This is an optimization exercise on Yosys and OpenROAD, whose aim is small area and a short achievable clock period, not a production implementation. At most, simulation tests tie the RTL to the original design; equivalence was not proved. Power and IR drop assume default switching activity.

Design filter, start of the top module:
module filter(
    clock,
    reset,
    Data_In,
    Data_Out
    );
Size: roughly 260 flip-flops, about 27 I/O pins, roughly 12,000 µm² of cells after synthesis.
make LEC_CHECK=0 CAP_MARGIN=20 CORE_MARGIN=2 CORE_UTILIZATION=40 SLEW_MARGIN=20 SYNTH_HIERARCHICAL=1 finish   # period 12.5 ns
run.sh (not shown) runs the stock make flow with config.mk's settings and CLKGATE_MAP_FILE= SYNTH_SCRIPT=/design/flow/synth_recipe.tcl, a recipe that flattens the netlist after the stock synthesis.
Change:
==> flow/flow/run.sh (new file) <==
#!/bin/bash
# The standard layout (standard.sh), except that the port buffers are
# sky130_fd_sc_hd__buf_2 cells instead of the flow's default choice of buffer,
# and timing repair aims for more setup slack than config.mk may ask for.
# standard.sh's output goes to standard.log; ORFS's own logs are under orfs/logs.
set -euo pipefail
export SETUP_SLACK_MARGIN=6.0
export BUFFER_PORTS_ARGS="-buffer_cell sky130_fd_sc_hd__buf_2"
bash standard.sh > standard.log 2>&1
==> flow/standard.sh (new file) <==
#!/bin/bash
# synth_recipe.tcl (not shown) runs the flow's synth.tcl, then flattens the netlist and writes it again
# the make line also repeats each setting of config.mk as NAME=value (left out here)
make -C /OpenROAD-flow-scripts/flow DESIGN_CONFIG=/design/flow/config.mk WORK_HOME=/design/flow/orfs CLKGATE_MAP_FILE= SYNTH_SCRIPT=/design/flow/synth_recipe.tcl "${@:-finish}"
--- a/flow/config.mk
+++ b/flow/config.mk
@@ -7,0 +8 @@
+export ABC_CLOCK_PERIOD_IN_PS = 3000
@@ -10,0 +12,3 @@
+export CTS_BUF_LIST = sky130_fd_sc_hd__clkbuf_8
+export CTS_CLUSTER_DIAMETER = 60
+export CTS_CLUSTER_SIZE = 14
removed: flow/run.sh
After rerunning: Clock power is lower by 45%; worst hold slack barely changes; cell area is lower by about 1.6%; global-route usage is higher by 0.28 points; synthesized area stays the same; wire length is higher by about 2.8%; non-clock buffer count is higher by 17; worst setup slack improved by 1.1 ns; final cell count stays flat.
No run of this note included a check of the RTL's function; only the layout flow was run.

---

Another version of the RTL of filter (not shown whole).
Size: roughly 27 I/O pins, roughly 12000 um2 of cells after synthesis.
==> flow/config.mk <==
export PLATFORM = sky130hd
export DESIGN_NAME = filter
export DESIGN_NICKNAME = filter
export VERILOG_FILES = /design/flow/design.v
export SDC_FILE = /design/flow/constraint.sdc
export NUM_CORES = 4
export LEC_CHECK = 0
export ABC_CLOCK_PERIOD_IN_PS = 3000
export CAP_MARGIN = 20
export CORE_MARGIN = 2
export CORE_UTILIZATION = 75
export PLACE_DENSITY = 0.85
export SLEW_MARGIN = 20
export SYNTH_HIERARCHICAL = 1
==> flow/constraint.sdc <==
create_clock -name core_clock -period 12.5 [get_ports {clock}]
set_input_delay 2.5000 -clock core_clock [delete_from_list [all_inputs] [get_ports {clock}]]
set_output_delay 2.5000 -clock core_clock [all_outputs]
set_load 0.01 [all_outputs]
standard.sh (not shown) runs the stock make flow with config.mk's settings and CLKGATE_MAP_FILE= SYNTH_SCRIPT=/design/flow/synth_recipe.tcl, a recipe that flattens the netlist after the stock synthesis.
==> flow/flow/run.sh <==
#!/bin/bash
# The standard layout (standard.sh) with four changes:
#  - synthesis runs flow/synth.tcl: synth_recipe.tcl, except that adder cells
#    are not extracted inside the output adder's small modules;
#  - the port buffers are sky130_fd_sc_hd__buf_2 cells;
#  - timing repair aims for more setup slack than config.mk may ask for;
#  - clock tree synthesis uses clkbuf_16 clusters of up to 30 sinks and
#    inserts no dummy loads.
# Logs: standard.log here; ORFS's own logs under orfs/logs.
set -euo pipefail
export SETUP_SLACK_MARGIN=5.75
export CTS_ARGS="-sink_clustering_enable -repair_clock_nets -dont_use_dummy_load -sink_clustering_size 30 -sink_clustering_max_diameter 80 -buf_list sky130_fd_sc_hd__clkbuf_16"
export BUFFER_PORTS_ARGS="-buffer_cell sky130_fd_sc_hd__buf_2"
sed "s#SYNTH_SCRIPT=[^ ]*#SYNTH_SCRIPT=$PWD/flow/synth.tcl#" standard.sh > own_standard.sh
grep -q "SYNTH_SCRIPT=$PWD/flow/synth.tcl" own_standard.sh
bash own_standard.sh > standard.log 2>&1
==> flow/flow/synth.tcl <==
# synth_recipe.tcl (the standard synthesis), except that full and half adder
# cells are extracted only in filter, fir_fa and fir_ha: the one-cell modules,
# of the output adder and its fir_pg* modules are left to ABC as they are.
proc synth {args} { yosys synth -nofsm -noshare {*}$args }
proc extract_fa {args} { yosys extract_fa {*}$args filter fir_fa fir_ha }
source $::env(SCRIPTS_DIR)/synth.tcl
# left out here: clear keep_hierarchy, flatten, clean up, hide names made inside functions, write 1_2_yosys.v
The baseline passed the timing, design-rule and antenna checks.
Next try:
--- a/flow/flow/run.sh
+++ b/flow/flow/run.sh
@@ -11 +11 @@
-export SETUP_SLACK_MARGIN=5.75
+export SETUP_SLACK_MARGIN=5.5
Combinational power went down by 14%; area after synthesis does not change; die area stays the same; clock skew stays flat; fmax falls by 0.62%; hold slack gains 0.0040 ns.

-- static timing again, ports no longer ideal --
Ports are ideal in the flow. The routed layouts listed here were re-timed in OpenROAD. Step 1, drivers: a clkbuf_16 drives clock and a buf_2 each remaining input, both assumed. Step 2 times the ports against the registers' clock, not the clock port: input delays grow and output delays shrink by t, the midpoint of the rising clock arrivals with the driver on. Three values: ideal, step 1, step 2; two values: the first two.
run	t (ns)	setup slack, ns	hold slack, ns	worst data-port slew with drivers (ns)	cell pins on the clock port's net
the first run of note 1	0.573	3.996 / 3.963 / 3.963	0.324 / 0.324 / 0.324	0.03	1
the second run of note 1	0.583	5.092 / 5.040 / 5.040	0.322 / 0.322 / 0.322	0.05	1
the first run of note 2	0.508	5.723 / 5.693 / 5.693	0.301 / 0.301 / 0.301	0.05	1
the second run of note 2	0.508	5.680 / 5.658 / 5.658	0.305 / 0.305 / 0.305	0.03	1
After both steps every run listed still meets setup and hold. The setup slack of the second run of note 1, which loses most, moves by -0.052 ns with the drivers and by -0.052 ns with both steps.
